This is an optimization exercise on Yosys and OpenROAD, whose aim is small area and few clock cycles per item, not a production implementation. In this exercise RTL edits were held to simulation tests only and were not proved equivalent to the original.

[design/flow/constraint.sdc]
create_clock -name core_clock -period 6.0 [get_ports {clk}]
set_input_delay 1.2000 -clock core_clock [delete_from_list [all_inputs] [get_ports {clk}]]
set_output_delay 1.2000 -clock core_clock [all_outputs]
set_load 0.01 [all_outputs]
[design/flow/config.mk]
export PLATFORM = sky130hd
export DESIGN_NAME = DCSformer
export DESIGN_NICKNAME = DCSformer
export VERILOG_FILES = /design/flow/design.v
export SDC_FILE = /design/flow/constraint.sdc
export NUM_CORES = 4
export LEC_CHECK = 0
export CAP_MARGIN = 20
export CORE_MARGIN = 2
export CORE_UTILIZATION = 40
export SLEW_MARGIN = 20
[design/flow/run.sh]
#!/bin/bash
# synth_recipe.tcl (not shown) runs the flow's synth.tcl, then flattens the netlist and writes it again
# the make line also repeats each setting of config.mk as NAME=value (left out here)
make -C /OpenROAD-flow-scripts/flow DESIGN_CONFIG=/design/flow/config.mk WORK_HOME=/design/flow/orfs CLKGATE_MAP_FILE= SYNTH_SCRIPT=/design/flow/synth_recipe.tcl finish
[design/flow/design.v]
module DCSformer(
	clk,
	rst_n,
	i_valid,
	w_valid,
	i_data,
	w_data,
	w_ready,
	o_valid,
	o_data
);
input               clk, rst_n, i_valid, w_valid;
input         [7:0] i_data, w_data;
output logic        w_ready, o_valid;
output logic [31:0] o_data;
parameter S_OUT = 1'b0, S_OP = 1'b1;
logic [19:0] pipe_vec_0, pipe_vec_0_comb;
logic [19:0] pipe_vec_1, pipe_vec_1_comb;
logic [19:0] pipe_vec_2, pipe_vec_2_comb;
logic [19:0] pipe_vec_3, pipe_vec_3_comb;
logic [19:0] pipe_vec_4, pipe_vec_4_comb;
logic [19:0] pipe_vec_5, pipe_vec_5_comb;
logic [19:0] pipe_vec_6, pipe_vec_6_comb;
logic [19:0] pipe_vec_7, pipe_vec_7_comb;
logic [6:0][19:0] pipe_reg_0, pipe_reg_comb_0;
logic [7:0][19:0] pipe_reg_1, pipe_reg_comb_1;
logic [8:0][19:0] pipe_reg_2, pipe_reg_comb_2;
logic [0:0][19:0] pipe_reg_4, pipe_reg_comb_4;
logic [0:0][19:0] pipe_reg_6, pipe_reg_comb_6;
logic [7:0][19:0] matrix_out_0, matrix_out_comb_0;
logic [7:1][19:0] matrix_out_1, matrix_out_comb_1;
logic [7:2][19:0] matrix_out_2, matrix_out_comb_2;
logic [7:3][19:0] matrix_out_3, matrix_out_comb_3;
logic [7:4][19:0] matrix_out_4, matrix_out_comb_4;
logic [7:5][19:0] matrix_out_5, matrix_out_comb_5;
logic [7:6][19:0] matrix_out_6, matrix_out_comb_6;
logic [7:7][19:0] matrix_out_7, matrix_out_comb_7;
logic [7:0][7:0][19:0] matrix_out, matrix_out_comb; 
logic [ 4:0] pipe_cnt,   pipe_cnt_comb ;
logic [7:0][31:0] vec_rat_comb;
logic        out_flag , out_flag_comb;
logic        i_valid_reg_0, i_valid_reg_1, i_valid_reg_2, i_valid_reg_3;
logic        w_valid_reg_0, w_valid_reg_1, w_valid_reg_2, w_valid_reg_3, w_valid_reg_4;
logic [ 7:0] w_data_reg_0,  w_data_reg_1,  w_data_reg_2;
logic [7:0][19:0] vec_in_A_comb, vec_in_A;
logic [7:0][7:0] vec_in_B_comb, vec_in_B;
logic [7:0][27:0] vec_out_1_comb, vec_out_1;
logic [7:0][31:0] vec_out_2_comb, vec_out_2;
logic [31:0] o_data_comb;
logic [7:0][31:0] vec_o_comb, vec_o;
logic [7:0][22:0] vec_sum_comb, vec_sum;
logic [7:0][21:0] vec_sum_comb_1, vec_sum_1;
logic [7:0][22:0] vec_sum_comb_2, vec_sum_2;
logic [7:0][19:0] vec_avg_comb, vec_avg, vec_avg_temp, vec_avg_reg;
logic [7:0][15:0][8:0] matrix_I_comb, matrix_I;
logic [7:0][7:0][19:0] matrix_IIT_comb, matrix_IIT;
logic [8:0] cnt, cnt_comb;
logic       cnt_flag, cnt_flag_comb;
logic       w_ready_reg_0, w_ready_reg_1, w_ready_reg_2, w_ready_reg_3;
logic       o_valid_comb;
logic       state, next;
logic [3:0] o_cnt, o_cnt_comb;
always_comb begin : fsm_comb
	next = state;
	case(state)
		S_OP:  next = (cnt[3] && w_valid_reg_3) ? S_OUT : state;
		S_OUT: next = (o_cnt == 8) ? S_OP : state;
	endcase
	if(i_valid | w_valid) next = S_OP;
end
always_ff @(posedge clk) begin
	state <= next;
	o_cnt <= o_cnt_comb;
end
always_ff @(posedge clk) begin
	i_valid_reg_0 <= i_valid;
	i_valid_reg_1 <= i_valid_reg_0;
	i_valid_reg_2 <= i_valid_reg_1;
	i_valid_reg_3 <= i_valid_reg_2;
	w_valid_reg_0 <= w_valid;
	w_valid_reg_1 <= w_valid_reg_0;
	w_valid_reg_2 <= w_valid_reg_1;
	w_valid_reg_3 <= w_valid_reg_2;
	w_valid_reg_4 <= w_valid_reg_3;
	w_data_reg_0 <= w_data;
end
always_comb begin : input_matrix_comb
	matrix_IIT_comb = matrix_IIT;
	matrix_I_comb   = matrix_I;
	matrix_I_comb[0][0] = matrix_I[0][1];  	matrix_I_comb[0][1] = matrix_I[0][2];  	matrix_I_comb[0][2] = matrix_I[0][3];  	matrix_I_comb[0][3] = matrix_I[0][4];  	matrix_I_comb[0][4] = matrix_I[0][5];  	matrix_I_comb[0][5] = matrix_I[0][6];  	matrix_I_comb[0][6] = matrix_I[0][7];  	matrix_I_comb[0][7] = matrix_I[0][8];  	matrix_I_comb[0][8] = matrix_I[0][9];  	matrix_I_comb[0][9] = matrix_I[0][10];  	matrix_I_comb[0][10] = matrix_I[0][11];  	matrix_I_comb[0][11] = matrix_I[0][12];  	matrix_I_comb[0][12] = matrix_I[0][13];  	matrix_I_comb[0][13] = matrix_I[0][14];  	matrix_I_comb[0][14] = matrix_I[0][15];  	matrix_I_comb[0][15] = matrix_I[1][0];
	matrix_I_comb[1][0] = matrix_I[1][1];  	matrix_I_comb[1][1] = matrix_I[1][2];  	matrix_I_comb[1][2] = matrix_I[1][3];  	matrix_I_comb[1][3] = matrix_I[1][4];  	matrix_I_comb[1][4] = matrix_I[1][5];  	matrix_I_comb[1][5] = matrix_I[1][6];  	matrix_I_comb[1][6] = matrix_I[1][7];  	matrix_I_comb[1][7] = matrix_I[1][8];  	matrix_I_comb[1][8] = matrix_I[1][9];  	matrix_I_comb[1][9] = matrix_I[1][10];  	matrix_I_comb[1][10] = matrix_I[1][11];  	matrix_I_comb[1][11] = matrix_I[1][12];  	matrix_I_comb[1][12] = matrix_I[1][13];  	matrix_I_comb[1][13] = matrix_I[1][14];  	matrix_I_comb[1][14] = matrix_I[1][15];  	matrix_I_comb[1][15] = matrix_I[2][0];
	matrix_I_comb[2][0] = matrix_I[2][1];  	matrix_I_comb[2][1] = matrix_I[2][2];  	matrix_I_comb[2][2] = matrix_I[2][3];  	matrix_I_comb[2][3] = matrix_I[2][4];  	matrix_I_comb[2][4] = matrix_I[2][5];  	matrix_I_comb[2][5] = matrix_I[2][6];  	matrix_I_comb[2][6] = matrix_I[2][7];  	matrix_I_comb[2][7] = matrix_I[2][8];  	matrix_I_comb[2][8] = matrix_I[2][9];  	matrix_I_comb[2][9] = matrix_I[2][10];  	matrix_I_comb[2][10] = matrix_I[2][11];  	matrix_I_comb[2][11] = matrix_I[2][12];  	matrix_I_comb[2][12] = matrix_I[2][13];  	matrix_I_comb[2][13] = matrix_I[2][14];  	matrix_I_comb[2][14] = matrix_I[2][15];  	matrix_I_comb[2][15] = matrix_I[3][0];
	matrix_I_comb[3][0] = matrix_I[3][1];  	matrix_I_comb[3][1] = matrix_I[3][2];  	matrix_I_comb[3][2] = matrix_I[3][3];  	matrix_I_comb[3][3] = matrix_I[3][4];  	matrix_I_comb[3][4] = matrix_I[3][5];  	matrix_I_comb[3][5] = matrix_I[3][6];  	matrix_I_comb[3][6] = matrix_I[3][7];  	matrix_I_comb[3][7] = matrix_I[3][8];  	matrix_I_comb[3][8] = matrix_I[3][9];  	matrix_I_comb[3][9] = matrix_I[3][10];  	matrix_I_comb[3][10] = matrix_I[3][11];  	matrix_I_comb[3][11] = matrix_I[3][12];  	matrix_I_comb[3][12] = matrix_I[3][13];  	matrix_I_comb[3][13] = matrix_I[3][14];  	matrix_I_comb[3][14] = matrix_I[3][15];  	matrix_I_comb[3][15] = matrix_I[4][0];
	matrix_I_comb[4][0] = matrix_I[4][1];  	matrix_I_comb[4][1] = matrix_I[4][2];  	matrix_I_comb[4][2] = matrix_I[4][3];  	matrix_I_comb[4][3] = matrix_I[4][4];  	matrix_I_comb[4][4] = matrix_I[4][5];  	matrix_I_comb[4][5] = matrix_I[4][6];  	matrix_I_comb[4][6] = matrix_I[4][7];  	matrix_I_comb[4][7] = matrix_I[4][8];  	matrix_I_comb[4][8] = matrix_I[4][9];  	matrix_I_comb[4][9] = matrix_I[4][10];  	matrix_I_comb[4][10] = matrix_I[4][11];  	matrix_I_comb[4][11] = matrix_I[4][12];  	matrix_I_comb[4][12] = matrix_I[4][13];  	matrix_I_comb[4][13] = matrix_I[4][14];  	matrix_I_comb[4][14] = matrix_I[4][15];  	matrix_I_comb[4][15] = matrix_I[5][0];
	matrix_I_comb[5][0] = matrix_I[5][1];  	matrix_I_comb[5][1] = matrix_I[5][2];  	matrix_I_comb[5][2] = matrix_I[5][3];  	matrix_I_comb[5][3] = matrix_I[5][4];  	matrix_I_comb[5][4] = matrix_I[5][5];  	matrix_I_comb[5][5] = matrix_I[5][6];  	matrix_I_comb[5][6] = matrix_I[5][7];  	matrix_I_comb[5][7] = matrix_I[5][8];  	matrix_I_comb[5][8] = matrix_I[5][9];  	matrix_I_comb[5][9] = matrix_I[5][10];  	matrix_I_comb[5][10] = matrix_I[5][11];  	matrix_I_comb[5][11] = matrix_I[5][12];  	matrix_I_comb[5][12] = matrix_I[5][13];  	matrix_I_comb[5][13] = matrix_I[5][14];  	matrix_I_comb[5][14] = matrix_I[5][15];  	matrix_I_comb[5][15] = matrix_I[6][0];
	matrix_I_comb[6][0] = matrix_I[6][1];  	matrix_I_comb[6][1] = matrix_I[6][2];  	matrix_I_comb[6][2] = matrix_I[6][3];  	matrix_I_comb[6][3] = matrix_I[6][4];  	matrix_I_comb[6][4] = matrix_I[6][5];  	matrix_I_comb[6][5] = matrix_I[6][6];  	matrix_I_comb[6][6] = matrix_I[6][7];  	matrix_I_comb[6][7] = matrix_I[6][8];  	matrix_I_comb[6][8] = matrix_I[6][9];  	matrix_I_comb[6][9] = matrix_I[6][10];  	matrix_I_comb[6][10] = matrix_I[6][11];  	matrix_I_comb[6][11] = matrix_I[6][12];  	matrix_I_comb[6][12] = matrix_I[6][13];  	matrix_I_comb[6][13] = matrix_I[6][14];  	matrix_I_comb[6][14] = matrix_I[6][15];  	matrix_I_comb[6][15] = matrix_I[7][0];
	matrix_I_comb[7][0] = matrix_I[7][1];	matrix_I_comb[7][1] = matrix_I[7][2];  	matrix_I_comb[7][2] = matrix_I[7][3];  	matrix_I_comb[7][3] = matrix_I[7][4];  	matrix_I_comb[7][4] = matrix_I[7][5];  	matrix_I_comb[7][5] = matrix_I[7][6];  	matrix_I_comb[7][6] = matrix_I[7][7];  	matrix_I_comb[7][7] = matrix_I[7][8];  	matrix_I_comb[7][8] = matrix_I[7][9];  	matrix_I_comb[7][9] = matrix_I[7][10];  	matrix_I_comb[7][10] = matrix_I[7][11];  	matrix_I_comb[7][11] = matrix_I[7][12];  	matrix_I_comb[7][12] = matrix_I[7][13];  	matrix_I_comb[7][13] = matrix_I[7][14];  	matrix_I_comb[7][14] = matrix_I[7][15];  	matrix_I_comb[7][15] = i_data;
	if(w_valid_reg_0) begin
		matrix_IIT_comb[0][0] = matrix_IIT[0][1];	matrix_IIT_comb[0][1] = matrix_IIT[0][2];	matrix_IIT_comb[0][2] = matrix_IIT[0][3];	matrix_IIT_comb[0][3] = matrix_IIT[0][4];	matrix_IIT_comb[0][4] = matrix_IIT[0][5];	matrix_IIT_comb[0][5] = matrix_IIT[0][6];	matrix_IIT_comb[0][6] = matrix_IIT[0][7];	matrix_IIT_comb[0][7] = 0;
		matrix_IIT_comb[1][0] = matrix_IIT[1][1];	matrix_IIT_comb[1][1] = matrix_IIT[1][2];	matrix_IIT_comb[1][2] = matrix_IIT[1][3];	matrix_IIT_comb[1][3] = matrix_IIT[1][4];	matrix_IIT_comb[1][4] = matrix_IIT[1][5];	matrix_IIT_comb[1][5] = matrix_IIT[1][6];	matrix_IIT_comb[1][6] = matrix_IIT[1][7];	matrix_IIT_comb[1][7] = 0;
		matrix_IIT_comb[2][0] = matrix_IIT[2][1];	matrix_IIT_comb[2][1] = matrix_IIT[2][2];	matrix_IIT_comb[2][2] = matrix_IIT[2][3];	matrix_IIT_comb[2][3] = matrix_IIT[2][4];	matrix_IIT_comb[2][4] = matrix_IIT[2][5];	matrix_IIT_comb[2][5] = matrix_IIT[2][6];	matrix_IIT_comb[2][6] = matrix_IIT[2][7];	matrix_IIT_comb[2][7] = 0;
		matrix_IIT_comb[3][0] = matrix_IIT[3][1];	matrix_IIT_comb[3][1] = matrix_IIT[3][2];	matrix_IIT_comb[3][2] = matrix_IIT[3][3];	matrix_IIT_comb[3][3] = matrix_IIT[3][4];	matrix_IIT_comb[3][4] = matrix_IIT[3][5];	matrix_IIT_comb[3][5] = matrix_IIT[3][6];	matrix_IIT_comb[3][6] = matrix_IIT[3][7];	matrix_IIT_comb[3][7] = 0;
		matrix_IIT_comb[4][0] = matrix_IIT[4][1];	matrix_IIT_comb[4][1] = matrix_IIT[4][2];	matrix_IIT_comb[4][2] = matrix_IIT[4][3];	matrix_IIT_comb[4][3] = matrix_IIT[4][4];	matrix_IIT_comb[4][4] = matrix_IIT[4][5];	matrix_IIT_comb[4][5] = matrix_IIT[4][6];	matrix_IIT_comb[4][6] = matrix_IIT[4][7];	matrix_IIT_comb[4][7] = 0;
		matrix_IIT_comb[5][0] = matrix_IIT[5][1];	matrix_IIT_comb[5][1] = matrix_IIT[5][2];	matrix_IIT_comb[5][2] = matrix_IIT[5][3];	matrix_IIT_comb[5][3] = matrix_IIT[5][4];	matrix_IIT_comb[5][4] = matrix_IIT[5][5];	matrix_IIT_comb[5][5] = matrix_IIT[5][6];	matrix_IIT_comb[5][6] = matrix_IIT[5][7];	matrix_IIT_comb[5][7] = 0;
		matrix_IIT_comb[6][0] = matrix_IIT[6][1];	matrix_IIT_comb[6][1] = matrix_IIT[6][2];	matrix_IIT_comb[6][2] = matrix_IIT[6][3];	matrix_IIT_comb[6][3] = matrix_IIT[6][4];	matrix_IIT_comb[6][4] = matrix_IIT[6][5];	matrix_IIT_comb[6][5] = matrix_IIT[6][6];	matrix_IIT_comb[6][6] = matrix_IIT[6][7];	matrix_IIT_comb[6][7] = 0;
		matrix_IIT_comb[7][0] = matrix_IIT[7][1];	matrix_IIT_comb[7][1] = matrix_IIT[7][2];	matrix_IIT_comb[7][2] = matrix_IIT[7][3];	matrix_IIT_comb[7][3] = matrix_IIT[7][4];	matrix_IIT_comb[7][4] = matrix_IIT[7][5];	matrix_IIT_comb[7][5] = matrix_IIT[7][6];	matrix_IIT_comb[7][6] = matrix_IIT[7][7];	matrix_IIT_comb[7][7] = 0;
	end
	if(out_flag) begin
		matrix_IIT_comb[0][0] = matrix_out_0[0];	matrix_IIT_comb[0][1] = matrix_out_0[1];	matrix_IIT_comb[0][2] = matrix_out_0[2];	matrix_IIT_comb[0][3] = matrix_out_0[3];	matrix_IIT_comb[0][4] = matrix_out_0[4];	matrix_IIT_comb[0][5] = matrix_out_0[5];	matrix_IIT_comb[0][6] = matrix_out_0[6];	matrix_IIT_comb[0][7] = matrix_out_0[7];
		matrix_IIT_comb[1][0] = matrix_out_0[1];	matrix_IIT_comb[1][1] = matrix_out_1[1];	matrix_IIT_comb[1][2] = matrix_out_1[2];	matrix_IIT_comb[1][3] = matrix_out_1[3];	matrix_IIT_comb[1][4] = matrix_out_1[4];	matrix_IIT_comb[1][5] = matrix_out_1[5];	matrix_IIT_comb[1][6] = matrix_out_1[6];	matrix_IIT_comb[1][7] = matrix_out_1[7];
		matrix_IIT_comb[2][0] = matrix_out_0[2];	matrix_IIT_comb[2][1] = matrix_out_1[2];	matrix_IIT_comb[2][2] = matrix_out_2[2];	matrix_IIT_comb[2][3] = matrix_out_2[3];	matrix_IIT_comb[2][4] = matrix_out_2[4];	matrix_IIT_comb[2][5] = matrix_out_2[5];	matrix_IIT_comb[2][6] = matrix_out_2[6];	matrix_IIT_comb[2][7] = matrix_out_2[7];
		matrix_IIT_comb[3][0] = matrix_out_0[3];	matrix_IIT_comb[3][1] = matrix_out_1[3];	matrix_IIT_comb[3][2] = matrix_out_2[3];	matrix_IIT_comb[3][3] = matrix_out_3[3];	matrix_IIT_comb[3][4] = matrix_out_3[4];	matrix_IIT_comb[3][5] = matrix_out_3[5];	matrix_IIT_comb[3][6] = matrix_out_3[6];	matrix_IIT_comb[3][7] = matrix_out_3[7];
		matrix_IIT_comb[4][0] = matrix_out_0[4];	matrix_IIT_comb[4][1] = matrix_out_1[4];	matrix_IIT_comb[4][2] = matrix_out_2[4];	matrix_IIT_comb[4][3] = matrix_out_3[4];	matrix_IIT_comb[4][4] = matrix_out_4[4];	matrix_IIT_comb[4][5] = matrix_out_4[5];	matrix_IIT_comb[4][6] = matrix_out_4[6];	matrix_IIT_comb[4][7] = matrix_out_4[7];
		matrix_IIT_comb[5][0] = matrix_out_0[5];	matrix_IIT_comb[5][1] = matrix_out_1[5];	matrix_IIT_comb[5][2] = matrix_out_2[5];	matrix_IIT_comb[5][3] = matrix_out_3[5];	matrix_IIT_comb[5][4] = matrix_out_4[5];	matrix_IIT_comb[5][5] = matrix_out_5[5];	matrix_IIT_comb[5][6] = matrix_out_5[6];	matrix_IIT_comb[5][7] = matrix_out_5[7];
		matrix_IIT_comb[6][0] = matrix_out_0[6];	matrix_IIT_comb[6][1] = matrix_out_1[6];	matrix_IIT_comb[6][2] = matrix_out_2[6];	matrix_IIT_comb[6][3] = matrix_out_3[6];	matrix_IIT_comb[6][4] = matrix_out_4[6];	matrix_IIT_comb[6][5] = matrix_out_5[6];	matrix_IIT_comb[6][6] = matrix_out_6[6];	matrix_IIT_comb[6][7] = matrix_out_6[7];
		matrix_IIT_comb[7][0] = matrix_out_0[7];	matrix_IIT_comb[7][1] = matrix_out_1[7];	matrix_IIT_comb[7][2] = matrix_out_2[7];	matrix_IIT_comb[7][3] = matrix_out_3[7];	matrix_IIT_comb[7][4] = matrix_out_4[7];	matrix_IIT_comb[7][5] = matrix_out_5[7];	matrix_IIT_comb[7][6] = matrix_out_6[7];	matrix_IIT_comb[7][7] = matrix_out_7[7];
	end
end
always_ff @(posedge clk) begin
	matrix_I <= matrix_I_comb;
end
always_comb begin : mult_mtx_init_comb
	vec_rat_comb[0] = (vec_avg[0] > matrix_IIT[0][0]) ? 0 : matrix_IIT[0][0];
	vec_rat_comb[1] = (vec_avg[1] > matrix_IIT[1][0]) ? 0 : matrix_IIT[1][0];
	vec_rat_comb[2] = (vec_avg[2] > matrix_IIT[2][0]) ? 0 : matrix_IIT[2][0];
	vec_rat_comb[3] = (vec_avg[3] > matrix_IIT[3][0]) ? 0 : matrix_IIT[3][0];
	vec_rat_comb[4] = (vec_avg[4] > matrix_IIT[4][0]) ? 0 : matrix_IIT[4][0];
	vec_rat_comb[5] = (vec_avg[5] > matrix_IIT[5][0]) ? 0 : matrix_IIT[5][0];
	vec_rat_comb[6] = (vec_avg[6] > matrix_IIT[6][0]) ? 0 : matrix_IIT[6][0];
	vec_rat_comb[7] = (vec_avg[7] > matrix_IIT[7][0]) ? 0 : matrix_IIT[7][0];
	if(i_valid_reg_0) begin
		vec_in_A_comb[0] = matrix_I[0][15];
		vec_in_A_comb[1] = matrix_I[1][15];
		vec_in_A_comb[2] = matrix_I[2][15];
		vec_in_A_comb[3] = matrix_I[3][15];
		vec_in_A_comb[4] = matrix_I[4][15];
		vec_in_A_comb[5] = matrix_I[5][15];
		vec_in_A_comb[6] = matrix_I[6][15];
		vec_in_A_comb[7] = matrix_I[7][15];
		vec_in_B_comb[0] = matrix_I[7][15];
		vec_in_B_comb[1] = matrix_I[7][15];
		vec_in_B_comb[2] = matrix_I[7][15];
		vec_in_B_comb[3] = matrix_I[7][15];
		vec_in_B_comb[4] = matrix_I[7][15];
		vec_in_B_comb[5] = matrix_I[7][15];
		vec_in_B_comb[6] = matrix_I[7][15];
		vec_in_B_comb[7] = matrix_I[7][15];
	end
	else if(w_valid_reg_0) begin
		vec_in_A_comb[0] = vec_rat_comb[0];
		vec_in_A_comb[1] = vec_rat_comb[1];
		vec_in_A_comb[2] = vec_rat_comb[2];
		vec_in_A_comb[3] = vec_rat_comb[3];
		vec_in_A_comb[4] = vec_rat_comb[4];
		vec_in_A_comb[5] = vec_rat_comb[5];
		vec_in_A_comb[6] = vec_rat_comb[6];
		vec_in_A_comb[7] = vec_rat_comb[7];
		vec_in_B_comb[0] = w_data_reg_0;
		vec_in_B_comb[1] = w_data_reg_0;
		vec_in_B_comb[2] = w_data_reg_0;
		vec_in_B_comb[3] = w_data_reg_0;
		vec_in_B_comb[4] = w_data_reg_0;
		vec_in_B_comb[5] = w_data_reg_0;
		vec_in_B_comb[6] = w_data_reg_0;
		vec_in_B_comb[7] = w_data_reg_0;
	end
	else begin
		vec_in_A_comb[0] = 0;
		vec_in_A_comb[1] = 0;
		vec_in_A_comb[2] = 0;
		vec_in_A_comb[3] = 0;
		vec_in_A_comb[4] = 0;
		vec_in_A_comb[5] = 0;
		vec_in_A_comb[6] = 0;
		vec_in_A_comb[7] = 0;
		vec_in_B_comb[0] = 0;
		vec_in_B_comb[1] = 0;
		vec_in_B_comb[2] = 0;
		vec_in_B_comb[3] = 0;
		vec_in_B_comb[4] = 0;
		vec_in_B_comb[5] = 0;
		vec_in_B_comb[6] = 0;
		vec_in_B_comb[7] = 0;
	end
end
always_ff @(posedge clk) begin : vec_in_ff
	vec_in_A <= vec_in_A_comb;
	vec_in_B <= vec_in_B_comb;
end
assign vec_out_1_comb[0] = vec_in_A[0] * vec_in_B[0];
assign vec_out_1_comb[1] = vec_in_A[1] * vec_in_B[1];
assign vec_out_1_comb[2] = vec_in_A[2] * vec_in_B[2];
assign vec_out_1_comb[3] = vec_in_A[3] * vec_in_B[3];
assign vec_out_1_comb[4] = vec_in_A[4] * vec_in_B[4];
assign vec_out_1_comb[5] = vec_in_A[5] * vec_in_B[5];
assign vec_out_1_comb[6] = vec_in_A[6] * vec_in_B[6];
assign vec_out_1_comb[7] = vec_in_A[7] * vec_in_B[7];
always_comb begin : vec_add_comb
	cnt_comb = (i_valid_reg_3 | w_valid_reg_2) ? cnt + 1 : 0;
	cnt_flag_comb = (cnt_comb[3:0] == 0);
	vec_out_2_comb[0] = (cnt_flag_comb) ? vec_out_1[0] : vec_out_2[0] + vec_out_1[0];
	vec_out_2_comb[1] = (cnt_flag_comb) ? vec_out_1[1] : vec_out_2[1] + vec_out_1[1];
	vec_out_2_comb[2] = (cnt_flag_comb) ? vec_out_1[2] : vec_out_2[2] + vec_out_1[2];
	vec_out_2_comb[3] = (cnt_flag_comb) ? vec_out_1[3] : vec_out_2[3] + vec_out_1[3];
	vec_out_2_comb[4] = (cnt_flag_comb) ? vec_out_1[4] : vec_out_2[4] + vec_out_1[4];
	vec_out_2_comb[5] = (cnt_flag_comb) ? vec_out_1[5] : vec_out_2[5] + vec_out_1[5];
	vec_out_2_comb[6] = (cnt_flag_comb) ? vec_out_1[6] : vec_out_2[6] + vec_out_1[6];
	vec_out_2_comb[7] = (cnt_flag_comb) ? vec_out_1[7] : vec_out_2[7] + vec_out_1[7];
	pipe_vec_0_comb = vec_out_2[0];
	pipe_vec_1_comb = vec_out_2[1]; 
	pipe_vec_2_comb = vec_out_2[2]; 
	pipe_vec_3_comb = vec_out_2[3]; 
	pipe_vec_4_comb = vec_out_2[4]; 
	pipe_vec_5_comb = vec_out_2[5]; 
	pipe_vec_6_comb = vec_out_2[6]; 
	pipe_vec_7_comb = vec_out_2[7]; 
end
always_comb begin : matrix_insert_comb
	out_flag_comb = {~cnt_flag, cnt[7:4]} == 8;
	matrix_out_comb_0 = matrix_out_0; 
	matrix_out_comb_1 = matrix_out_1; 
	matrix_out_comb_2 = matrix_out_2; 
	matrix_out_comb_3 = matrix_out_3; 
	matrix_out_comb_4 = matrix_out_4; 
	matrix_out_comb_5 = matrix_out_5; 
	matrix_out_comb_6 = matrix_out_6; 
	matrix_out_comb_7 = matrix_out_7; 
	pipe_reg_comb_0[0] = matrix_out_0[0];		pipe_reg_comb_0[1] = pipe_reg_0[0];	pipe_reg_comb_0[2] = pipe_reg_0[1];	pipe_reg_comb_0[3] = pipe_reg_0[2]; 	pipe_reg_comb_0[4] = pipe_reg_0[3];	pipe_reg_comb_0[5] = pipe_reg_0[4]; pipe_reg_comb_0[6] = pipe_reg_0[5];  
	pipe_reg_comb_1[0] = matrix_out_0[1];		pipe_reg_comb_1[1] = pipe_reg_1[0];	pipe_reg_comb_1[2] = pipe_reg_1[1];	pipe_reg_comb_1[3] = pipe_reg_1[2]; 	pipe_reg_comb_1[4] = pipe_reg_1[3];	pipe_reg_comb_1[5] = pipe_reg_1[4];	pipe_reg_comb_1[6] = pipe_reg_1[5]; pipe_reg_comb_1[7] = pipe_reg_1[6];  
	pipe_reg_comb_2[0] = matrix_out_0[2];		pipe_reg_comb_2[1] = pipe_reg_2[0];	pipe_reg_comb_2[2] = pipe_reg_2[1];	pipe_reg_comb_2[3] = pipe_reg_2[2]; 	pipe_reg_comb_2[4] = pipe_reg_2[3];	pipe_reg_comb_2[5] = pipe_reg_2[4];	pipe_reg_comb_2[6] = pipe_reg_2[5];	pipe_reg_comb_2[7] = pipe_reg_2[6]; pipe_reg_comb_2[8] = pipe_reg_2[7];  
	pipe_reg_comb_4[0] = matrix_out_0[4];		
	pipe_reg_comb_6[0] = matrix_out_0[6];		
	matrix_out_comb_0[0] = matrix_out_1[1];	matrix_out_comb_1[1] = matrix_out_2[2];	matrix_out_comb_2[2] = matrix_out_3[3];	matrix_out_comb_3[3] = matrix_out_4[4];	matrix_out_comb_4[4] = matrix_out_5[5];	matrix_out_comb_5[5] = matrix_out_6[6];	matrix_out_comb_6[6] = matrix_out_7[7];	matrix_out_comb_7[7] = pipe_reg_0[6];
	matrix_out_comb_0[1] = matrix_out_1[2];	matrix_out_comb_1[2] = matrix_out_2[3];	matrix_out_comb_2[3] = matrix_out_3[4];	matrix_out_comb_3[4] = matrix_out_4[5];	matrix_out_comb_4[5] = matrix_out_5[6];	matrix_out_comb_5[6] = matrix_out_6[7];	matrix_out_comb_6[7] = pipe_reg_1[7];
	matrix_out_comb_0[2] = matrix_out_1[3];	matrix_out_comb_1[3] = matrix_out_2[4];	matrix_out_comb_2[4] = matrix_out_3[5];	matrix_out_comb_3[5] = matrix_out_4[6];	matrix_out_comb_4[6] = matrix_out_5[7]; matrix_out_comb_5[7] = pipe_reg_2[8];
	matrix_out_comb_0[3] = matrix_out_1[4];	matrix_out_comb_1[4] = matrix_out_2[5];	matrix_out_comb_2[5] = matrix_out_3[6];	matrix_out_comb_3[6] = matrix_out_4[7];	matrix_out_comb_4[7] = matrix_out_0[3];
	matrix_out_comb_0[4] = matrix_out_1[5];	matrix_out_comb_1[5] = matrix_out_2[6];	matrix_out_comb_2[6] = matrix_out_3[7];	matrix_out_comb_3[7] = pipe_reg_4[0];
	matrix_out_comb_0[5] = matrix_out_1[6];	matrix_out_comb_1[6] = matrix_out_2[7];	matrix_out_comb_2[7] = matrix_out_0[5];
	matrix_out_comb_0[6] = matrix_out_1[7]; matrix_out_comb_1[7] = pipe_reg_6[0];
	if(cnt_flag) begin
		matrix_out_comb_0[7] = pipe_vec_0;
		matrix_out_comb_1[7] = pipe_vec_1;
		matrix_out_comb_2[7] = pipe_vec_2;
		matrix_out_comb_3[7] = pipe_vec_3;
		matrix_out_comb_4[7] = pipe_vec_4;
		matrix_out_comb_5[7] = pipe_vec_5;
		matrix_out_comb_6[7] = pipe_vec_6;
		matrix_out_comb_7[7] = pipe_vec_7;
	end
end
always_ff @(posedge clk) begin : vec_out_ff
	vec_out_1 <= vec_out_1_comb;
	vec_out_2 <= vec_out_2_comb;
end
always_ff @(posedge clk) begin : cnt_ff
	cnt <= cnt_comb;
	cnt_flag <= cnt_flag_comb;
	out_flag <= out_flag_comb;
end
always_ff @(posedge clk) begin : pipe_ff
	pipe_vec_0 <= pipe_vec_0_comb;
	pipe_vec_1 <= pipe_vec_1_comb;
	pipe_vec_2 <= pipe_vec_2_comb;
	pipe_vec_3 <= pipe_vec_3_comb;
	pipe_vec_4 <= pipe_vec_4_comb;
	pipe_vec_5 <= pipe_vec_5_comb;
	pipe_vec_6 <= pipe_vec_6_comb;
	pipe_vec_7 <= pipe_vec_7_comb;
	pipe_reg_0 <= pipe_reg_comb_0;
	pipe_reg_1 <= pipe_reg_comb_1;
	pipe_reg_2 <= pipe_reg_comb_2;
	pipe_reg_4 <= pipe_reg_comb_4;
	pipe_reg_6 <= pipe_reg_comb_6;
end
always_ff @(posedge clk) begin : matrix_out_ff
	matrix_IIT <= matrix_IIT_comb;
	matrix_out_0 <= matrix_out_comb_0; 
	matrix_out_1 <= matrix_out_comb_1; 
	matrix_out_2 <= matrix_out_comb_2; 
	matrix_out_3 <= matrix_out_comb_3; 
	matrix_out_4 <= matrix_out_comb_4; 
	matrix_out_5 <= matrix_out_comb_5; 
	matrix_out_6 <= matrix_out_comb_6; 
	matrix_out_7 <= matrix_out_comb_7; 
end
always_comb begin
	vec_sum_comb_1[0] = matrix_IIT[0][0] + matrix_IIT[0][1] + matrix_IIT[0][2] + matrix_IIT[0][3];
	vec_sum_comb_1[1] = matrix_IIT[1][0] + matrix_IIT[1][1] + matrix_IIT[1][2] + matrix_IIT[1][3];
	vec_sum_comb_1[2] = matrix_IIT[2][0] + matrix_IIT[2][1] + matrix_IIT[2][2] + matrix_IIT[2][3];
	vec_sum_comb_1[3] = matrix_IIT[3][0] + matrix_IIT[3][1] + matrix_IIT[3][2] + matrix_IIT[3][3];
	vec_sum_comb_1[4] = matrix_IIT[4][0] + matrix_IIT[4][1] + matrix_IIT[4][2] + matrix_IIT[4][3];
	vec_sum_comb_1[5] = matrix_IIT[5][0] + matrix_IIT[5][1] + matrix_IIT[5][2] + matrix_IIT[5][3];
	vec_sum_comb_1[6] = matrix_IIT[6][0] + matrix_IIT[6][1] + matrix_IIT[6][2] + matrix_IIT[6][3];
	vec_sum_comb_1[7] = matrix_IIT[7][0] + matrix_IIT[7][1] + matrix_IIT[7][2] + matrix_IIT[7][3];
	vec_sum_comb_2[0] = vec_sum_1[0] + matrix_IIT[0][4] + matrix_IIT[0][5] + matrix_IIT[0][6] + matrix_IIT[0][7];
	vec_sum_comb_2[1] = vec_sum_1[1] + matrix_IIT[1][4] + matrix_IIT[1][5] + matrix_IIT[1][6] + matrix_IIT[1][7];
	vec_sum_comb_2[2] = vec_sum_1[2] + matrix_IIT[2][4] + matrix_IIT[2][5] + matrix_IIT[2][6] + matrix_IIT[2][7];
	vec_sum_comb_2[3] = vec_sum_1[3] + matrix_IIT[3][4] + matrix_IIT[3][5] + matrix_IIT[3][6] + matrix_IIT[3][7];
	vec_sum_comb_2[4] = vec_sum_1[4] + matrix_IIT[4][4] + matrix_IIT[4][5] + matrix_IIT[4][6] + matrix_IIT[4][7];
	vec_sum_comb_2[5] = vec_sum_1[5] + matrix_IIT[5][4] + matrix_IIT[5][5] + matrix_IIT[5][6] + matrix_IIT[5][7];
	vec_sum_comb_2[6] = vec_sum_1[6] + matrix_IIT[6][4] + matrix_IIT[6][5] + matrix_IIT[6][6] + matrix_IIT[6][7];
	vec_sum_comb_2[7] = vec_sum_1[7] + matrix_IIT[7][4] + matrix_IIT[7][5] + matrix_IIT[7][6] + matrix_IIT[7][7];
	vec_avg_temp[0] = vec_sum_2[0] >> 3;
	vec_avg_temp[1] = vec_sum_2[1] >> 3;
	vec_avg_temp[2] = vec_sum_2[2] >> 3;
	vec_avg_temp[3] = vec_sum_2[3] >> 3;
	vec_avg_temp[4] = vec_sum_2[4] >> 3;
	vec_avg_temp[5] = vec_sum_2[5] >> 3;
	vec_avg_temp[6] = vec_sum_2[6] >> 3;
	vec_avg_temp[7] = vec_sum_2[7] >> 3;
	vec_avg_comb[0] = (w_ready_reg_2) ? vec_avg_temp[0] : vec_avg[0];
	vec_avg_comb[1] = (w_ready_reg_2) ? vec_avg_temp[1] : vec_avg[1];
	vec_avg_comb[2] = (w_ready_reg_2) ? vec_avg_temp[2] : vec_avg[2];
	vec_avg_comb[3] = (w_ready_reg_2) ? vec_avg_temp[3] : vec_avg[3];
	vec_avg_comb[4] = (w_ready_reg_2) ? vec_avg_temp[4] : vec_avg[4];
	vec_avg_comb[5] = (w_ready_reg_2) ? vec_avg_temp[5] : vec_avg[5];
	vec_avg_comb[6] = (w_ready_reg_2) ? vec_avg_temp[6] : vec_avg[6];
	vec_avg_comb[7] = (w_ready_reg_2) ? vec_avg_temp[7] : vec_avg[7];
end
always_ff @(posedge clk) begin
	vec_sum_1 <= vec_sum_comb_1;
	vec_sum_2 <= vec_sum_comb_2;
	vec_avg <= vec_avg_comb;
end
always_ff @(posedge clk) begin
	w_ready_reg_0 <= out_flag;
	w_ready_reg_1 <= w_ready_reg_0;
	w_ready_reg_2 <= w_ready_reg_1;
end
always_ff @(posedge clk, negedge rst_n) begin
	if(~rst_n) w_ready <= 0;
	else       w_ready <= w_ready_reg_2;
end
always_comb begin
	o_valid_comb = 0;
	o_cnt_comb   = 0;
	o_data_comb  = 0;
	vec_o_comb[0] = vec_out_2[0];
	vec_o_comb[1] = vec_out_2[1];
	vec_o_comb[2] = vec_out_2[2];
	vec_o_comb[3] = vec_out_2[3];
	vec_o_comb[4] = vec_out_2[4];
	vec_o_comb[5] = vec_out_2[5];
	vec_o_comb[6] = vec_out_2[6];
	vec_o_comb[7] = vec_out_2[7];
	if(state == S_OUT) begin
		vec_o_comb[0] = vec_o[1];
		vec_o_comb[1] = vec_o[2];
		vec_o_comb[2] = vec_o[3];
		vec_o_comb[3] = vec_o[4];
		vec_o_comb[4] = vec_o[5];
		vec_o_comb[5] = vec_o[6];
		vec_o_comb[6] = vec_o[7];
		vec_o_comb[7] = 1;
		o_cnt_comb    = o_cnt + 1;
		o_valid_comb = ~(o_cnt == 8);
		o_data_comb  =  (o_cnt == 8) ? 0 : vec_o[0];
	end
end
always_ff @(posedge clk) begin
	vec_o[0] <= vec_o_comb[0];
	vec_o[1] <= vec_o_comb[1];
	vec_o[2] <= vec_o_comb[2];
	vec_o[3] <= vec_o_comb[3];
	vec_o[4] <= vec_o_comb[4];
	vec_o[5] <= vec_o_comb[5];
	vec_o[6] <= vec_o_comb[6];
	vec_o[7] <= vec_o_comb[7];
end 
always_ff @(posedge clk, negedge rst_n) begin
	if(~rst_n) begin
		o_valid <= 0;
		o_data  <= 0;
	end
	else begin
		o_valid <= o_valid_comb;
		o_data  <= o_data_comb;
	end
end
endmodule
==> flow_metrics.env, run 1 <==
export IMPL_run_status="no timing/DRC/antenna violations"
export IMPL_endpoint_kind="register"
export IMPL_ant_nets=0
export IMPL_cpMaxStageDelayCell="dfxtp_4"
export IMPL_crit_buf_inv=4
export IMPL_crit_type="register to register"
export IMPL_synthesis_area_um2=222000
export IMPL_mostFrequentLayoutCells="dfxtp_1, inv_1, fa_1, edfxtp_1, and2_1"
export IMPL_finalSetupTns_ns=0
export IMPL_grt_busiest_layer="met2"
export IMPL_fin_nets=21400
export IMPL_avgSynthCellArea_um2=12.1
export IMPL_tightest_slew_ns=1.34
export IMPL_die_h_um=749
export IMPL_yosys_top_cells_area="dfxtp_1, edfxtp_1, fa_1"
export IMPL_final_common_cell="dfxtp_1"
export IMPL_synth_top_area_share=0.321
export IMPL_syn_nets=21100
export IMPL_drv_cap=0
export IMPL_dieArea_um2=561000
export IMPL_vias_per_cell=5.08
export IMPL_core_um2=553000
export IMPL_synthArstFlopShare=0.00673
export IMPL_clk_pin_slew_ns=0.06
export IMPL_drc_errors=0
export IMPL_crit_chain="buf_12 -> and2_1 -> fa_1 -> fa_1 -> fa_1 -> inv_1 -> fa_1 -> inv_1 -> ha_1 -> nor3_1 -> a211oi_1 -> buf_4 -> o41a_1 -> or2_1 -> nor3b_1 -> a2111o_1 -> xnor2_1"
export IMPL_place_congestion=0.930
export IMPL_yosys_area_top_type="dfxtp_1"
export IMPL_period_needed_ns=5.79
export IMPL_rsz0062_at_grt="no"
export IMPL_cts_hold_buf=0
export IMPL_clock_latency_ns=1.14
export IMPL_htreeDepth=6
export IMPL_grt_max_degree=200
export IMPL_grt_remaining_overflow=0
export IMPL_vias=134000
export IMPL_ys_ff_latch=5052
export IMPL_grt_use_met2=0.372
export IMPL_cts_tree="yes"
export IMPL_cpPeakStageDelay_ns=0.70
export IMPL_reg_top3="matrix_IIT: 1280 flops, matrix_I: 904 flops"
export IMPL_drt_pass1_iter_count=6
export IMPL_slew_viol_final=0
export IMPL_initial_core_util=0.402
export IMPL_row_count=273
export IMPL_chipWidth_um=749
export IMPL_ios=54
export IMPL_fin_skew_ns=0.115
export IMPL_dp_cells=25300
export IMPL_synth_yosys_seq_area_share=0.522
export IMPL_first_global_vias=136000
export IMPL_fillCellCount=50000
export IMPL_worstSetupStartpointType="register"
export IMPL_wl_um=661000
export IMPL_first_iter_violations=13200
export IMPL_min_delay_path_class="primary input to async pin"
export IMPL_port_buffer_count=53
export IMPL_path_delay_family="adder cells"
export IMPL_drive_above_1_share=0.0977
export IMPL_routedWlPerCell_um=25.0
export IMPL_clockRootBuffer="clkbuf_16"
export IMPL_use_met3=0.0369
export IMPL_grtUsageTotal=0.232
export IMPL_grt_util_met1=0.320
export IMPL_cts_buffer_depth=4
export IMPL_crit_top_cell="fa_1"
export IMPL_finalCritPeriodShare=0.965
export IMPL_relSlewSlack=0.103
export IMPL_ys_flop_type="dfxtp_1"
export IMPL_hold_viol=0
export IMPL_regMostFlops="matrix_IIT"
export IMPL_yosysWarnings=1
export IMPL_whs_ns=0.214
export IMPL_synth_cell_types=95
export IMPL_cts_sinks=5052
export IMPL_largest_reg_flops=1280
export IMPL_critPathMaxFanout=15
export IMPL_areaGrowthSynthToFinish_pct=13.1
export IMPL_synth_edf_count=1460
export IMPL_cts_buffers=536
export IMPL_timing_fmax_ghz=0.173
export IMPL_cp_data_arrival_time_ns=6.70
export IMPL_setup_violations=0
export IMPL_required_ns=6.91
export IMPL_grt_pass1_wl_um=949000
export IMPL_instances_no_fill=26400
export IMPL_antenna_found_initial=119
export IMPL_synthCells=18300
export IMPL_dp_hpwl_um=518000
==> cell families (layout without fill, tap and decap cells) <==
family	after synthesis	after routing	share of synthesized area
DFF	5052	5052	0.522
xor gates and xnor gates	597	597	0.0236
buffers and inverters	2552	3320	0.0433
and+or+nand+nor	3752	3752	0.0854
muxes	654	654	0.0331
AOI/OAI and AO/OA	2882	2882	0.0794
adders and majority gates	2787	2787	0.213
other	0	68	0
==> final timing paths <==
path	from	end	slack (ns)	cells past startpoint
max	vec_in_B[60]	vec_out_1[83]	0.21	17
min reg2reg	matrix_I[475]	matrix_I[466]	0.26	0
min	rst_n	w_ready	0.21	1
max reg2reg	vec_in_B[60]	vec_out_1[83]	0.21	17
min in group core_clock	matrix_I[475]	matrix_I[466]	0.26	0
max in group asynchronous	rst_n	o_data[17]	5.14	1
==> what timing repair did <==
| action | in CTS | in global routing |
|---|---|---|
| resized for setup | 0 | 3 |
| setup endpoints to repair | 0 | 16 |
| setup buffers | 0 | 6 |
==> per-layer routing <==
metal / share of wire / wire length (µm)
met1: 0.43 / 286000
met2: 0.45 / 301000
met3: 0.071 / 47200
met4: 0.041 / 27000
met5: 0.00056 / 371
==> through the flow <==
step / util / setup slack [ns] / instance area, µm²
floorplan: - / -4.60 / 222000
global placement: 0.420 / 0.00351 / 232000
detailed placement: 0.420 / 0.0675 / 232000
CTS: 0.454 / 0.0134 / 251000
global route: 0.454 / 0.0187 / 251000
finish: 0.454 / 0.209 / 251000
==> cells in the mapped netlist, types with 19 or more instances <==
| cell | instances |
|---|---|
| ha_1 | 1131 |
| a21boi_0 | 26 |
| o21a_1 | 113 |
| or3_1 | 41 |
| mux2_2 | 644 |
| inv_1 | 2048 |
| o211ai_1 | 37 |
| nor3_1 | 181 |
| and3_1 | 66 |
| nand3_1 | 116 |
| o21ai_0 | 1179 |
| a22o_1 | 73 |
| a21oi_1 | 640 |
| nor2b_1 | 111 |
| nand2b_1 | 86 |
| a31oi_1 | 64 |
| xor2_1 | 214 |
| nor2_1 | 538 |
| dfxtp_1 | 3558 |
| buf_1 | 30 |
| o31ai_1 | 38 |
| dfrtp_1 | 34 |
| fa_1 | 1656 |
| clkbuf_1 | 457 |
| xnor2_1 | 383 |
| nand4_1 | 81 |
| a21o_1 | 332 |
| and2_1 | 1206 |
| o21bai_1 | 62 |
| nand2_1 | 1197 |
| a31o_2 | 22 |
| or2_2 | 22 |
| edfxtp_1 | 1460 |
| a211oi_1 | 57 |
| and4_1 | 19 |
| nor4_1 | 24 |
==> area by class of cell <==
type	instances	area, µm²	area share
Sequential cell	5052	116000	0.462
Multi-Input combinational cell	10700	96600	0.385
Clock buffer	768	15800	0.0630
Tap cell	7287	9120	0.0363
Inverter	2048	7690	0.0307
Clock inverter	220	2820	0.0113
Timing Repair Buffer	284	2790	0.0111
Antenna cell	68	170	0.000678
Testbench counts, summed over its fixed seeds: cycles 30,328, items 192.
==> inputs of run 2 (changes only) <==
==> design/flow/design.v (replaced) <==
module DCSformer(
	clk,
	rst_n,
	i_valid,
	w_valid,
	i_data,
	w_data,
	w_ready,
	o_valid,
	o_data
);
input               clk, rst_n, i_valid, w_valid;
input         [7:0] i_data, w_data;
output logic        w_ready, o_valid;
output logic [31:0] o_data;
logic [6:0] icnt;    
logic       evt;     
logic       act;     
logic [4:0] ost;     
always_ff @(posedge clk, negedge rst_n) begin
	if (!rst_n) begin
		icnt    <= '0;
		evt     <= 1'b0;
		w_ready <= 1'b0;
		act     <= 1'b0;
		ost     <= '0;
		o_valid <= 1'b0;
	end else begin
		if (i_valid) icnt <= icnt + 7'd1;
		evt     <= i_valid && (icnt[3:0] == 4'd15);
		w_ready <= evt && (icnt == 7'd0);
		if (act) begin
			ost <= ost + 5'd1;
			if (ost == 5'd24) act <= 1'b0;
		end else if (w_valid) begin
			act <= 1'b1;
			ost <= '0;
		end
		o_valid <= act && (ost >= 5'd16) && (ost <= 5'd23);
	end
end
logic [111:0][7:0] xc;
always_ff @(posedge clk) begin
	xc[0] <= i_valid ? i_data : (w_valid ? w_data : xc[7]);
	for (int d = 1; d < 112; d++) xc[d] <= xc[d-1];
end
wire [7:0] bop = i_valid ? i_data : xc[0];
logic [7:0][19:0] r0, r1, r2, r3;
logic [3:0][19:0] r4;
logic [7:0][30:0] acc;
wire ren = evt | act;
always_ff @(posedge clk) begin
	if (ren) begin
		for (int k = 0; k < 7; k++) begin
			r0[k] <= r0[k+1];
			r1[k] <= r1[k+1];
			r2[k] <= r2[k+1];
			r3[k] <= r3[k+1];
		end
		for (int k = 0; k < 3; k++) r4[k] <= r4[k+1];
		r0[7] <= act ? r0[0] : acc[7][19:0];
		r1[7] <= act ? r1[0] : acc[0][19:0];
		r2[7] <= act ? r2[0] : acc[1][19:0];
		r3[7] <= act ? r3[0] : acc[2][19:0];
		r4[3] <= act ? r4[0] : acc[3][19:0];
		r1[0] <= act ? r1[1] : acc[6][19:0];
		r2[1] <= act ? r2[2] : acc[5][19:0];
		r3[2] <= act ? r3[3] : acc[4][19:0];
	end
end
logic [7:0][19:0] tapv;
assign tapv[7] = r0[0];
assign tapv[6] = r1[0];
assign tapv[5] = r2[0];
assign tapv[4] = r3[0];
assign tapv[0] = r1[1];
assign tapv[1] = r2[2];
assign tapv[2] = r3[3];
assign tapv[3] = r4[0];
wire [22:0] rsum = tapv[0] + tapv[1] + tapv[2] + tapv[3]
                 + tapv[4] + tapv[5] + tapv[6] + tapv[7];
wire [19:0] avg = rsum[22:3];
logic [7:0] cmp;
always_comb for (int j = 0; j < 8; j++) cmp[j] = (tapv[j] >= avg);
logic [7:0][7:0] mdl;
always_ff @(posedge clk) begin
	for (int j = 0; j < 8; j++) begin
		mdl[j][0] <= cmp[j];
		for (int k = 1; k < 8; k++) mdl[j][k] <= mdl[j][k-1];
	end
end
logic [7:0] msk;
always_comb begin
	for (int j = 0; j < 7; j++) msk[6-j] = mdl[j][j];
	msk[7] = mdl[7][7];
end
wire hi6 = act && (ost >= 5'd1) && (ost <= 5'd8);
wire lo6 = act && (ost >= 5'd9) && (ost <= 5'd16);
logic [6:0] hsr, lsr;
always_ff @(posedge clk) begin
	hsr <= {hsr[5:0], hi6};
	lsr <= {lsr[5:0], lo6};
end
logic [7:0] hi, lo;
always_comb begin
	hi[6] = hi6;  lo[6] = lo6;
	for (int j = 0; j < 6; j++) begin
		hi[j] = hsr[5-j];
		lo[j] = lsr[5-j];
	end
	hi[7] = hsr[6];  lo[7] = lsr[6];
end
wire clr = (icnt[3:0] == 4'd0);
logic [7:0][7:0]  xtap;
logic [7:0][9:0]  aop;
logic [7:0][17:0] prod;
logic [7:0][30:0] opnd;
always_comb begin
	for (int j = 0; j < 7; j++) xtap[j] = xc[16*(j+1)-1];
	xtap[7] = i_data;
	for (int j = 0; j < 8; j++) begin
		if (i_valid)
			aop[j] = {2'b00, xtap[j]};
		else if ((hi[j] | lo[j]) & msk[j])
			aop[j] = hi[j] ? tapv[j][19:10] : tapv[j][9:0];
		else
			aop[j] = '0;
		prod[j] = aop[j] * bop;
	end
	for (int j = 0; j < 8; j++) begin
		if (i_valid)
			opnd[j] = clr ? 31'd0 : acc[j];
		else if (j == 6)
			opnd[j] = hi6 ? 31'd0 : {acc[7][20:0], 10'd0};
		else
			opnd[j] = acc[(j+1)%8];
	end
end
always_ff @(posedge clk) begin
	for (int j = 0; j < 8; j++) acc[j] <= opnd[j] + {13'd0, prod[j]};
end
assign o_data = o_valid ? {1'b0, acc[7]} : 32'd0;
endmodule
==> flow_metrics.env, run 2 <==
export IMPL_run_status="failed layout checks"
export IMPL_so_faults="negative setup slack"
export IMPL_largest_reg_flops=896
export IMPL_critPathMaxFanout=5
export IMPL_rsz0062_at_grt="yes"
export IMPL_yosysMostFrequentCell="dfxtp_1"
export IMPL_die_h_um=470
export IMPL_synthArstFlopShare=0.00829
export IMPL_first_global_vias=56700
export IMPL_reg2reg_depth=21
export IMPL_worstSetupStartpointType="register"
export IMPL_synth_yosys_seq_area_share=0.528
export IMPL_core_um2=217000
export IMPL_hold_path_depth=0
export IMPL_ys_flop_type="dfxtp_1"
export IMPL_synthesis_area_um2=87000
export IMPL_avgSynthCellArea_um2=12.1
export IMPL_first_iter_violations=5400
export IMPL_yosys_area_top_type="dfxtp_1"
export IMPL_top_layer="met5"
export IMPL_mostFrequentLayoutCells="dfxtp_1, inv_1, buf_4, edfxtp_1, fa_1"
export IMPL_hold_viol=0
export IMPL_dp_cells=10800
export IMPL_min_delay_path_class="register to register"
export IMPL_vias=57400
export IMPL_grt_remaining_overflow=0
export IMPL_fillCellCount=19100
export IMPL_cts_sinks=1930
export IMPL_chipWidth_um=470
export IMPL_min_from="xc[838]"
export IMPL_final_setup_worst_slack_ns=-0.201
export IMPL_vias_per_cell=5.09
export IMPL_dp_slack_ns=-0.974
export IMPL_drc_errors=0
export IMPL_routedLengthMet1_um=117000
export IMPL_grt_pass1_wl_um=387000
export IMPL_placed_area_um2=99000
export IMPL_final_common_cell="dfxtp_1"
export IMPL_cts_buffers=194
export IMPL_instances_no_fill=11300
export IMPL_finish_instance_area_um2=108000
export IMPL_fin_nets=9430
export IMPL_grtUsageTotal=0.240
export IMPL_drt_pass1_iter_count=7
export IMPL_rrSetupSlack_ns=-0.20
export IMPL_cp_data_arrival_time_ns=6.95
export IMPL_synth_edf_count=720
export IMPL_ant_nets=0
export IMPL_period_needed_ns=6.20
export IMPL_drive_above_1_share=0.221
export IMPL_yosys_top_cells_area="dfxtp_1, edfxtp_1, fa_1"
export IMPL_clk_pin_slew_ns=0.06
export IMPL_syn_nets=8369
export IMPL_yosysWarnings=1
export IMPL_hold_end="xc[846]"
export IMPL_port_buffer_count=52
export IMPL_met3RoutedLength_um=20400
export IMPL_setup_violations=11
export IMPL_crit_type="register to register"
export IMPL_cts_tree="yes"
export IMPL_place_congestion=0.965
export IMPL_synth_top_area_share=0.275
export IMPL_synthTopCellsByCount="dfxtp_1, inv_1, edfxtp_1"
export IMPL_drv_cap=0
export IMPL_synthCells=7188
export IMPL_grt_max_degree=170
export IMPL_wl_met2_um=120000
export IMPL_wl_um=269000
export IMPL_r2r_start="r2[45]"
export IMPL_dp_hpwl_um=208000
export IMPL_worstReg2RegEnd="mdl[32]"
export IMPL_routedWlPerCell_um=23.8
export IMPL_initial_core_util=0.402
export IMPL_clock_latency_ns=0.91
export IMPL_htreeDepth=4
export IMPL_tightest_slew_ns=1.26
export IMPL_fin_skew_ns=0.0986
export IMPL_clockRootBuffer="clkbuf_16"
export IMPL_required_ns=6.75
export IMPL_dieArea_um2=221000
export IMPL_multiInputGateArea_um2=38800
export IMPL_areaGrowthSynthToFinish_pct=24.2
export IMPL_row_count=171
export IMPL_ios=54
export IMPL_final_util=0.499
export IMPL_finalCritPeriodShare=1.03
export IMPL_regMostFlops="xc"
export IMPL_antenna_found_initial=33
export IMPL_cts_hold_buf=0
export IMPL_reg_top3="xc: 896 flops, acc: 248 flops"
export IMPL_endpoint_kind="register"
export IMPL_relSlewSlack=0.159
export IMPL_slew_viol_final=0
export IMPL_timing_fmax_ghz=0.161
export IMPL_cts_buffer_depth=3
export IMPL_synth_cell_types=91
export IMPL_register_area_um2=45900
export IMPL_whs_ns=0.259
export IMPL_ys_ff_latch=1930
## run 2: area by class of cell
| class | instances | area share |
|---|---|---|
| Tap cell | 2854 | 0.0331 |
| Antenna cell | 11 | 0.000255 |
| Multi-Input combinational cell | 4092 | 0.360 |
| Sequential cell | 1930 | 0.425 |
| Clock buffer | 263 | 0.0503 |
| Inverter | 955 | 0.0334 |
| Clock inverter | 97 | 0.0112 |
| Timing Repair Buffer | 1076 | 0.0868 |
## run 2: critical path: stages (launching register included)
cell	delay [ns]
edfxtp_1	0.48
fa_1	0.52
inv_1	0.08
fa_1	0.46
fa_1	0.52
inv_1	0.06
fa_1	0.47
ha_1	0.32
a21o_1	0.22
a221o_1	0.39
o31ai_4	0.32
a31oi_4	0.17
o211ai_1	0.33
a21boi_2	0.12
or3_4	0.38
nand2_8	0.11
buf_8	0.14
ha_1	0.25
a21o_1	0.19
a21o_1	0.19
a211oi_2	0.22
o21ai_1	0.10
## run 2: worst max-delay path by stage
stage / depth (start not counted) / startpoint / endpoint / slack [ns]
2_1_floorplan: 4 / act / r0[0] / -0.49
3_3_place_gp: 24 / r0[3] / mdl[56] / -1.02
3_5_place_dp: 21 / i_data[1] / acc[178] / -0.97
4_1_cts: 23 / r3[2] / mdl[0] / -0.23
5_1_grt: 23 / r2[2] / mdl[0] / -0.48
6_report: 21 / r2[45] / mdl[32] / -0.20
## run 2: metrics by stage
stage,setup TNS (ns)
CTS,-1.51
finish,-1.59
global route,-6.16
global placement,-97.67
detailed placement,-103.83
floorplan,-358.28
## run 2: what timing repair did
item                                    in CTS  in global routing
gates cloned                                 0                  7
pin swaps                                   57                137
endpoints found under the setup margin      41                105
setup buffers                               29                 44
resized for setup                           94                245
## run 2: per-layer routing
| layer | GRT usage | up-vias |
|---|---|---|
| met5 | 0 | - |
| met4 | 0.0912 | 18 |
| met3 | 0.0396 | 424 |
| met2 | 0.371 | 2010 |
| met1 | 0.339 | 28800 |
| li1 | - | 26100 |
## run 2: cell families (layout without fill, tap and decap cells)
| family | count (synthesis) | after routing | synth area share |
|---|---|---|---|
| AND/OR/NAND/NOR | 1510 | 1510 | 0.0806 |
| multiplexers | 203 | 203 | 0.0250 |
| AO/OA/AOI/OAI | 1010 | 1010 | 0.0732 |
| buffers and inverters | 1166 | 2391 | 0.0507 |
| flip-flops | 1930 | 1930 | 0.528 |
| other | 1 | 12 | 0.0000431 |
| XOR/XNOR | 207 | 207 | 0.0208 |
| adder cells (fa/ha/maj) | 1161 | 1161 | 0.221 |
Testbench counts of run 2, summed over its fixed seeds: cycles 29,752, items 192.

## port drivers added, routing unchanged
How much do the figures lean on ideal ports? The routed layouts below were timed once more, with nothing changed but the port constraints.
Step 1 (the two cells are an assumption about what drives the block):
set clk [get_ports {clk}]
set_driving_cell -lib_cell sky130_fd_sc_hd__clkbuf_16 $clk
set_driving_cell -lib_cell sky130_fd_sc_hd__buf_2 [delete_from_list [all_inputs] $clk]
Step 2 also shifts input and output timing later by t, the mid clock arrival at the registers, as if the neighbouring blocks saw the same clock.
Slacks: ideal ports / drivers / drivers and shift; pairs: ideal ports / drivers.
run | shift t [ns] | setup WS [ns] | worst setup path after step 2 | worst register clock-pin slew, ns
run 1 | 1.204 | 0.209 / 0.209 / 0.209 | register to register | 0.07 / 0.07
run 2 | 0.952 | -0.201 / -0.201 / -0.833 | input to register | 0.07 / 0.07
The setup slack of run 2, which loses most, moves by 0.000 ns with the drivers and by -0.632 ns with both steps.
